This is an optimization exercise on Yosys and OpenROAD, whose aim is small area and few clock cycles, not a production implementation.
RTL that was checked went through simulation tests only; none was proved equivalent to the original.

## mul_divider
module mul_divider
(
    input   wire    rst,
    input   wire    clk,
    output  wire    muldiv_int,
                                        input   wire    muldiv_cn_wctrl,
                                        input   wire    muldiv_ar_wctrl,
    output  wire  [7:0] muldiv_br,      input   wire    muldiv_br_wctrl,
    output  wire  [7:0] muldiv_hr,      input   wire    muldiv_hr_wctrl,
    output  wire  [7:0] muldiv_cr,      input   wire    muldiv_cr_wctrl,
    input   wire  [7:0] dbus_wdata
  );
Size in the first run: roughly 520 cells after synthesis, roughly 40 I/O pins, roughly 0.0037 mm2 of cells after synthesis.
==> module mul_divider, before the edit <==
module mul_divider
(
    input   wire    rst,
    input   wire    clk,
    output  wire    muldiv_int,
                                        input   wire    muldiv_cn_wctrl,
                                        input   wire    muldiv_ar_wctrl,
    output  wire  [7:0] muldiv_br,      input   wire    muldiv_br_wctrl,
    output  wire  [7:0] muldiv_hr,      input   wire    muldiv_hr_wctrl,
    output  wire  [7:0] muldiv_cr,      input   wire    muldiv_cr_wctrl,
    input   wire  [7:0] dbus_wdata
  );
reg           muldiv_f;
reg           muldiv_md;       
reg   [1:0]   muldiv_sm;       
reg   [7:0]   ar_reg;
reg   [7:0]   br_reg;
reg   [7:0]   hr_reg;
reg   [7:0]   cr_reg;
reg   [2:0]   cnt_reg;
wire          muldiv_run = |cnt_reg;
assign  muldiv_br   =br_reg;
assign  muldiv_hr   =hr_reg;
assign  muldiv_cr   =cr_reg;
assign  muldiv_int  = muldiv_f;
wire  [7:0] a0 = muldiv_ar_wctrl ? dbus_wdata : ar_reg;
wire  [7:0] b0 = muldiv_br_wctrl ? dbus_wdata : br_reg;
wire  [7:0] h0 = muldiv_hr_wctrl ? dbus_wdata : hr_reg;
wire        start = (muldiv_cn_wctrl & dbus_wdata[5])
                  | (muldiv_ar_wctrl & (muldiv_sm==2'h1))
                  | (muldiv_br_wctrl & (muldiv_sm==2'h2))
                  | (muldiv_hr_wctrl & (muldiv_sm==2'h3));
wire        md_eff = muldiv_cn_wctrl ? dbus_wdata[3] : muldiv_md;
wire        last   = ~start & (cnt_reg == 3'h7);
function [9:0] add9;
  input [8:0] a;
  input [8:0] b;
  input       cin;
  reg   [9:0] g, p, gg, pp, ng, np;
  integer i, l, d;
  begin
    g  = {a & b, cin};
    p  = {a ^ b, 1'b0};
    gg = g; pp = p;
    for (l = 0; l < 4; l = l + 1)
    begin
      d  = 1 << l;
      ng = gg; np = pp;
      for (i = 0; i < 10; i = i + 1)
        if ((i / d) % 2 == 1)
        begin
          ng[i] = gg[i] | (pp[i] & gg[(i / d) * d - 1]);
          np[i] = pp[i] & pp[(i / d) * d - 1];
        end
      gg = ng; pp = np;
    end
    add9 = {gg[9], p[9:1] ^ gg[8:0]};
  end
endfunction
wire  [7:0]    m_h = muldiv_run ? hr_reg : 8'h0;
wire  [7:0]    m_c = muldiv_run ? cr_reg : a0;
wire  [8:0]    m_p0 = {1'b0, b0 & {8{m_c[0]}}};
wire  [8:0]    m_p1 = {b0 & {8{m_c[1]}}, 1'b0};
wire  [8:0]    m_p2 = {1'b0, m_h};
wire  [8:0]    m_sv = m_p0 ^ m_p1 ^ m_p2;
wire  [8:0]    m_cv = {(m_p0[7:0] & m_p1[7:0]) | (m_p0[7:0] & m_p2[7:0]) | (m_p1[7:0] & m_p2[7:0]), 1'b0};
wire  [9:0]    m_s = add9(m_sv, m_cv, 1'b0);
wire  [15:0]   m_next = {m_s, m_c[7:2]};
wire         d_skip = ~muldiv_run & (muldiv_ar_wctrl ? (dbus_wdata[7] | dbus_wdata[6])
                                                     : (ar_reg[7] | ar_reg[6]));
reg   [7:0]  r_rem;
reg   [15:0] r_x;
reg   [8:0]  r_t;
reg   [9:0]  r_d;
integer j;
always @*
begin
  r_rem = muldiv_run ? cr_reg : (d_skip ? {2'b0, h0[7:2]} : 8'h0);
  r_x   = d_skip ? {h0[1:0], b0, 6'h0} : {h0, b0};
  for (j = 0; j < 2; j = j + 1)
  begin
    r_t   = {r_rem, r_x[15]};
    r_d   = add9(r_t, ~{1'b0, a0}, 1'b1);
    r_d[9] = ~r_d[9];
    r_rem = r_d[9] ? r_t[7:0] : r_d[7:0];
    r_x   = {r_x[14:0], ~r_d[9]};
  end
end
always
@(negedge rst or posedge clk)
begin
  if(~rst)
  begin
    {muldiv_f,muldiv_md,muldiv_sm}<=4'h0;
    ar_reg <=8'h0;
    br_reg <=8'h0;
    hr_reg <=8'h0;
    cr_reg <=8'h0;
    cnt_reg <=3'h0;
  end
  else
  begin
    if(muldiv_cn_wctrl) begin {muldiv_f,muldiv_md,muldiv_sm}<={dbus_wdata[6],dbus_wdata[3],dbus_wdata[1:0]}; cnt_reg<=3'h0; end
    if(muldiv_ar_wctrl) ar_reg<=dbus_wdata;
    if(muldiv_br_wctrl) br_reg<=dbus_wdata;
    if(muldiv_hr_wctrl) hr_reg<=dbus_wdata;
    if(muldiv_cr_wctrl) cr_reg<=dbus_wdata;
    if(start | (muldiv_run & ~muldiv_cn_wctrl))
    begin
      cnt_reg <= start ? (md_eff ? (d_skip ? 3'h4 : 3'h1) : 3'h5) : cnt_reg + 1'b1;
      muldiv_f <= last;
      if(~md_eff)
        {hr_reg,cr_reg} <= m_next;
      else
      begin
        {hr_reg,br_reg} <= r_x;
        cr_reg <= r_rem;
      end
    end
  end
end
endmodule
clock: 5.0 ns
lec_check: 0
abc_area: 1
cap_margin: 20
core_margin: 2
core_utilization: 40
gpl_timing_driven: 0
slew_margin: 20
standard.sh (not shown) runs the stock make flow with config.mk's settings and CLKGATE_MAP_FILE= SYNTH_SCRIPT=/design/flow/synth_recipe.tcl, a recipe that flattens the netlist after the stock synthesis.
==> flow/flow/run.sh <==
#!/bin/bash
# Standard layout (the standard.sh), with the port buffers made from the
# smallest buffer cell instead of the default one, and a clock tree without dummy loads.
export BUFFER_PORTS_ARGS="-buffer_cell sky130_fd_sc_hd__buf_1"
export CTS_ARGS="-sink_clustering_enable -repair_clock_nets -dont_use_dummy_load"
bash standard.sh > standard.log 2>&1
Testbench counts at the start, summed over its fixed seeds: cycles 135,911.
Rerun with:
--- a/flow/design.v
+++ b/flow/design.v
@@ -65,28 +65,34 @@
 wire  [8:0]    m_p2 = {1'b0, m_h};
 wire  [8:0]    m_sv = m_p0 ^ m_p1 ^ m_p2;
 wire  [8:0]    m_cv = {(m_p0[7:0] & m_p1[7:0]) | (m_p0[7:0] & m_p2[7:0]) | (m_p1[7:0] & m_p2[7:0]), 1'b0};
-wire  [9:0]    m_s = add9(m_sv, m_cv, 1'b0);
+wire  [9:0]    m_s;
 wire  [15:0]   m_next = {m_s, m_c[7:2]};
-wire         d_skip = ~muldiv_run & (muldiv_ar_wctrl ? (dbus_wdata[7] | dbus_wdata[6])
-                                                     : (ar_reg[7] | ar_reg[6]));
 reg   [7:0]  r_rem;
 reg   [15:0] r_x;
 reg   [8:0]  r_t;
 reg   [9:0]  r_d;
+reg   [9:0]  r_s;
 integer j;
 always @*
 begin
-  r_rem = muldiv_run ? cr_reg : (d_skip ? {2'b0, h0[7:2]} : 8'h0);
-  r_x   = d_skip ? {h0[1:0], b0, 6'h0} : {h0, b0};
+  r_rem = muldiv_run ? cr_reg : 8'h0;
+  r_x   = {h0, b0};
   for (j = 0; j < 2; j = j + 1)
   begin
     r_t   = {r_rem, r_x[15]};
-    r_d   = add9(r_t, ~{1'b0, a0}, 1'b1);
+    if (j == 0)
+    begin
+      r_d = add9(md_eff ? r_t : m_sv, md_eff ? ~{1'b0, a0} : m_cv, md_eff);
+      r_s = r_d;
+    end
+    else
+      r_d = add9(r_t, ~{1'b0, a0}, 1'b1);
     r_d[9] = ~r_d[9];
     r_rem = r_d[9] ? r_t[7:0] : r_d[7:0];
     r_x   = {r_x[14:0], ~r_d[9]};
   end
 end
+assign m_s = r_s;
 always
 @(negedge rst or posedge clk)
 begin
@@ -108,7 +114,7 @@
     if(muldiv_cr_wctrl) cr_reg<=dbus_wdata;
     if(start | (muldiv_run & ~muldiv_cn_wctrl))
     begin
-      cnt_reg <= start ? (md_eff ? (d_skip ? 3'h4 : 3'h1) : 3'h5) : cnt_reg + 1'b1;
+      cnt_reg <= start ? (md_eff ? 3'h1 : 3'h5) : cnt_reg + 1'b1;
       muldiv_f <= last;
       if(~md_eff)
         {hr_reg,cr_reg} <= m_next;
- This time the run finished but fails on negative setup slack
- area after synthesis falls by 6.4%
- clock skew is higher by 9.5 ps
- via count grows by about 4%
- utilization went up by 7.4 points
- setup slack degrades by 450 ps
- global-route usage climbs by 2.7 points
- cell area increases by about 9%
- worst hold slack gets better by 9.7 ps
- non-clock buffer count rises by 34
Function not checked in the second run of this note: the RTL went through the layout flow alone.

* * *

03-13:
The RTL this note starts from:
==> flow/design.v <==
`timescale 1ns/1ns
module mul_divider
(
    input   wire    rst,
    input   wire    clk,
    output  wire    muldiv_int,
                                        input   wire    muldiv_cn_wctrl,
                                        input   wire    muldiv_ar_wctrl,
    output  wire  [7:0] muldiv_br,      input   wire    muldiv_br_wctrl,
    output  wire  [7:0] muldiv_hr,      input   wire    muldiv_hr_wctrl,
    output  wire  [7:0] muldiv_cr,      input   wire    muldiv_cr_wctrl,
    input   wire  [7:0] dbus_wdata
  );
reg           muldiv_f;
reg           muldiv_md;       
reg   [1:0]   muldiv_sm;       
reg   [7:0]   ar_reg;
reg   [7:0]   br_reg;
reg   [7:0]   hr_reg;
reg   [7:0]   cr_reg;
reg   [2:0]   cnt_reg;
wire          muldiv_run = |cnt_reg;
assign  muldiv_br   =br_reg;
assign  muldiv_hr   =hr_reg;
assign  muldiv_cr   =cr_reg;
assign  muldiv_int  = muldiv_f;
wire  [7:0] a0 = muldiv_ar_wctrl ? dbus_wdata : ar_reg;
wire  [7:0] b0 = muldiv_br_wctrl ? dbus_wdata : br_reg;
wire  [7:0] h0 = muldiv_hr_wctrl ? dbus_wdata : hr_reg;
wire        start = (muldiv_cn_wctrl & dbus_wdata[5])
                  | (muldiv_ar_wctrl & (muldiv_sm==2'h1))
                  | (muldiv_br_wctrl & (muldiv_sm==2'h2))
                  | (muldiv_hr_wctrl & (muldiv_sm==2'h3));
wire        md_eff = muldiv_cn_wctrl ? dbus_wdata[3] : muldiv_md;
wire        last   = ~start & (cnt_reg == 3'h7);
function [9:0] add9;
  input [8:0] a;
  input [8:0] b;
  input       cin;
  reg   [9:0] g, p, gg, pp, ng, np;
  integer i, l, d;
  begin
    g  = {a & b, cin};
    p  = {a ^ b, 1'b0};
    gg = g; pp = p;
    for (l = 0; l < 4; l = l + 1)
    begin
      d  = 1 << l;
      ng = gg; np = pp;
      for (i = 0; i < 10; i = i + 1)
        if ((i / d) % 2 == 1)
        begin
          ng[i] = gg[i] | (pp[i] & gg[(i / d) * d - 1]);
          np[i] = pp[i] & pp[(i / d) * d - 1];
        end
      gg = ng; pp = np;
    end
    add9 = {gg[9], p[9:1] ^ gg[8:0]};
  end
endfunction
wire  [7:0]    m_h = muldiv_run ? hr_reg : 8'h0;
wire  [7:0]    m_c = muldiv_run ? cr_reg : a0;
wire  [9:0]    m_s = m_h + m_c[1:0] * b0;
wire  [15:0]   m_next = {m_s, m_c[7:2]};
reg   [7:0]  r_rem;
reg   [15:0] r_x;
reg   [8:0]  r_t;
reg   [9:0]  r_d;
integer j;
always @*
begin
  r_rem = muldiv_run ? cr_reg : 8'h0;
  r_x   = {h0, b0};
  for (j = 0; j < 2; j = j + 1)
  begin
    r_t   = {r_rem, r_x[15]};
    r_d   = add9(r_t, ~{1'b0, a0}, 1'b1);
    r_d[9] = ~r_d[9];
    r_rem = r_d[9] ? r_t[7:0] : r_d[7:0];
    r_x   = {r_x[14:0], ~r_d[9]};
  end
end
always
@(negedge rst or posedge clk)
begin
  if(~rst)
  begin
    {muldiv_f,muldiv_md,muldiv_sm}<=4'h0;
    ar_reg <=8'h0;
    br_reg <=8'h0;
    hr_reg <=8'h0;
    cr_reg <=8'h0;
    cnt_reg <=3'h0;
  end
  else
  begin
    if(muldiv_cn_wctrl) begin {muldiv_f,muldiv_md,muldiv_sm}<={dbus_wdata[6],dbus_wdata[3],dbus_wdata[1:0]}; cnt_reg<=3'h0; end
    if(muldiv_ar_wctrl) ar_reg<=dbus_wdata;
    if(muldiv_br_wctrl) br_reg<=dbus_wdata;
    if(muldiv_hr_wctrl) hr_reg<=dbus_wdata;
    if(muldiv_cr_wctrl) cr_reg<=dbus_wdata;
    if(start | (muldiv_run & ~muldiv_cn_wctrl))
    begin
      cnt_reg <= start ? (md_eff ? 3'h1 : 3'h5) : cnt_reg + 1'b1;
      muldiv_f <= last;
      if(~md_eff)
        {hr_reg,cr_reg} <= m_next;
      else
      begin
        {hr_reg,br_reg} <= r_x;
        cr_reg <= r_rem;
      end
    end
  end
end
endmodule
export LEC_CHECK = 0
export ABC_AREA = 1
export CAP_MARGIN = 20
export CORE_MARGIN = 2
export CORE_UTILIZATION = 60
export GPL_TIMING_DRIVEN = 0
export PLACE_DENSITY = 0.75
export SLEW_MARGIN = 20
create_clock -name core_clock -period 5.0 [get_ports {clk}]
Scripts as last shown in full above: flow/flow/run.sh
Testbench counts of 03-13, summed over its fixed seeds: cycles 154,097.
Input-level comparison between 05-10 and 03-13:
--- a/flow/design.v
+++ b/flow/design.v
@@ -58,21 +58,28 @@
     add9 = {gg[9], p[9:1] ^ gg[8:0]};
   end
 endfunction
 wire  [7:0]    m_h = muldiv_run ? hr_reg : 8'h0;
 wire  [7:0]    m_c = muldiv_run ? cr_reg : a0;
-wire  [9:0]    m_s = m_h + m_c[1:0] * b0;
+wire  [8:0]    m_p0 = {1'b0, b0 & {8{m_c[0]}}};
+wire  [8:0]    m_p1 = {b0 & {8{m_c[1]}}, 1'b0};
+wire  [8:0]    m_p2 = {1'b0, m_h};
+wire  [8:0]    m_sv = m_p0 ^ m_p1 ^ m_p2;
+wire  [8:0]    m_cv = {(m_p0[7:0] & m_p1[7:0]) | (m_p0[7:0] & m_p2[7:0]) | (m_p1[7:0] & m_p2[7:0]), 1'b0};
+wire  [9:0]    m_s = add9(m_sv, m_cv, 1'b0);
 wire  [15:0]   m_next = {m_s, m_c[7:2]};
+wire         d_skip = ~muldiv_run & ~muldiv_ar_wctrl & ~muldiv_hr_wctrl
+                    & ({2'b0, hr_reg[7:2]} < ar_reg);
 reg   [7:0]  r_rem;
 reg   [15:0] r_x;
 reg   [8:0]  r_t;
 reg   [9:0]  r_d;
 integer j;
 always @*
 begin
-  r_rem = muldiv_run ? cr_reg : 8'h0;
-  r_x   = {h0, b0};
+  r_rem = muldiv_run ? cr_reg : (d_skip ? {2'b0, hr_reg[7:2]} : 8'h0);
+  r_x   = d_skip ? {hr_reg[1:0], b0, 6'h0} : {h0, b0};
   for (j = 0; j < 2; j = j + 1)
   begin
     r_t   = {r_rem, r_x[15]};
     r_d   = add9(r_t, ~{1'b0, a0}, 1'b1);
     r_d[9] = ~r_d[9];
@@ -99,11 +106,11 @@
     if(muldiv_br_wctrl) br_reg<=dbus_wdata;
     if(muldiv_hr_wctrl) hr_reg<=dbus_wdata;
     if(muldiv_cr_wctrl) cr_reg<=dbus_wdata;
     if(start | (muldiv_run & ~muldiv_cn_wctrl))
     begin
-      cnt_reg <= start ? (md_eff ? 3'h1 : 3'h5) : cnt_reg + 1'b1;
+      cnt_reg <= start ? (md_eff ? (d_skip ? 3'h4 : 3'h1) : 3'h5) : cnt_reg + 1'b1;
       muldiv_f <= last;
       if(~md_eff)
         {hr_reg,cr_reg} <= m_next;
       else
       begin
### Flow results
Of 03-13 and 05-10, 05-10 shows the lower flip-flop and latch share of the layout cell area, with 03-13 above it. On critical path depth, the higher figure sits with 05-10, not 03-13. Number of cells traversed by the worst register-to-register path in 05-10 is 6 above 03-13. 05-10 vs. 03-13: effective utilization at floorplan held; number of standard cells in the layout, taps in and fillers out went up 54. Delta (05-10 minus 03-13): global routing met1 resource utilization saw a decrease, ratio of final minimum period to clock period saw an increase, slew at the pin with the worst max-slew slack saw little to no change. Lower clock-pin slew on the worst setup and hold paths was reported by 03-13, not 05-10. [compare] base=03-13 new=05-10: pin count of the biggest net entering global routing fell 4. 05-10 against 03-13: die area went up by about 8%; design area increased by 9.4% relative to the old numbers.
Testbench counts of 05-10, summed over its fixed seeds: cycles 138,347.

==> separate check: timing with driven ports <==
Ports are ideal in the flow. The routed layouts listed here were re-timed in OpenROAD. Step 1 assumes that a clkbuf_16 drives the clock port and a buf_2 every other input. Step 2 also shifts input and output timing later by t, the mid clock arrival at the registers, as if the neighbouring blocks saw the same clock. a / b / c = ideal / step 1 / step 2; a / b = the first two.
| run | t (ns) | setup WS [ns] | worst register clock-pin slew, ns | pins driven straight from the clock port |
|---|---|---|---|---|
| the first run of note 1 | 0.318 | 0.388 / 0.392 / 0.075 | 0.08 / 0.08 | 1 |
| the second run of note 1 | 0.314 | -0.063 / -0.089 / -0.403 | 0.08 / 0.08 | 1 |
| 03-13 | 0.321 | 0.469 / 0.475 / 0.154 | 0.09 / 0.09 | 1 |
| 05-10 | 0.314 | 0.271 / 0.274 / -0.040 | 0.08 / 0.08 | 1 |
Met with ideal ports but missed after step 2: setup timing in 05-10. The setup slack of the second run of note 1, which loses most, moves by -0.026 ns with the drivers and by -0.340 ns with both steps.
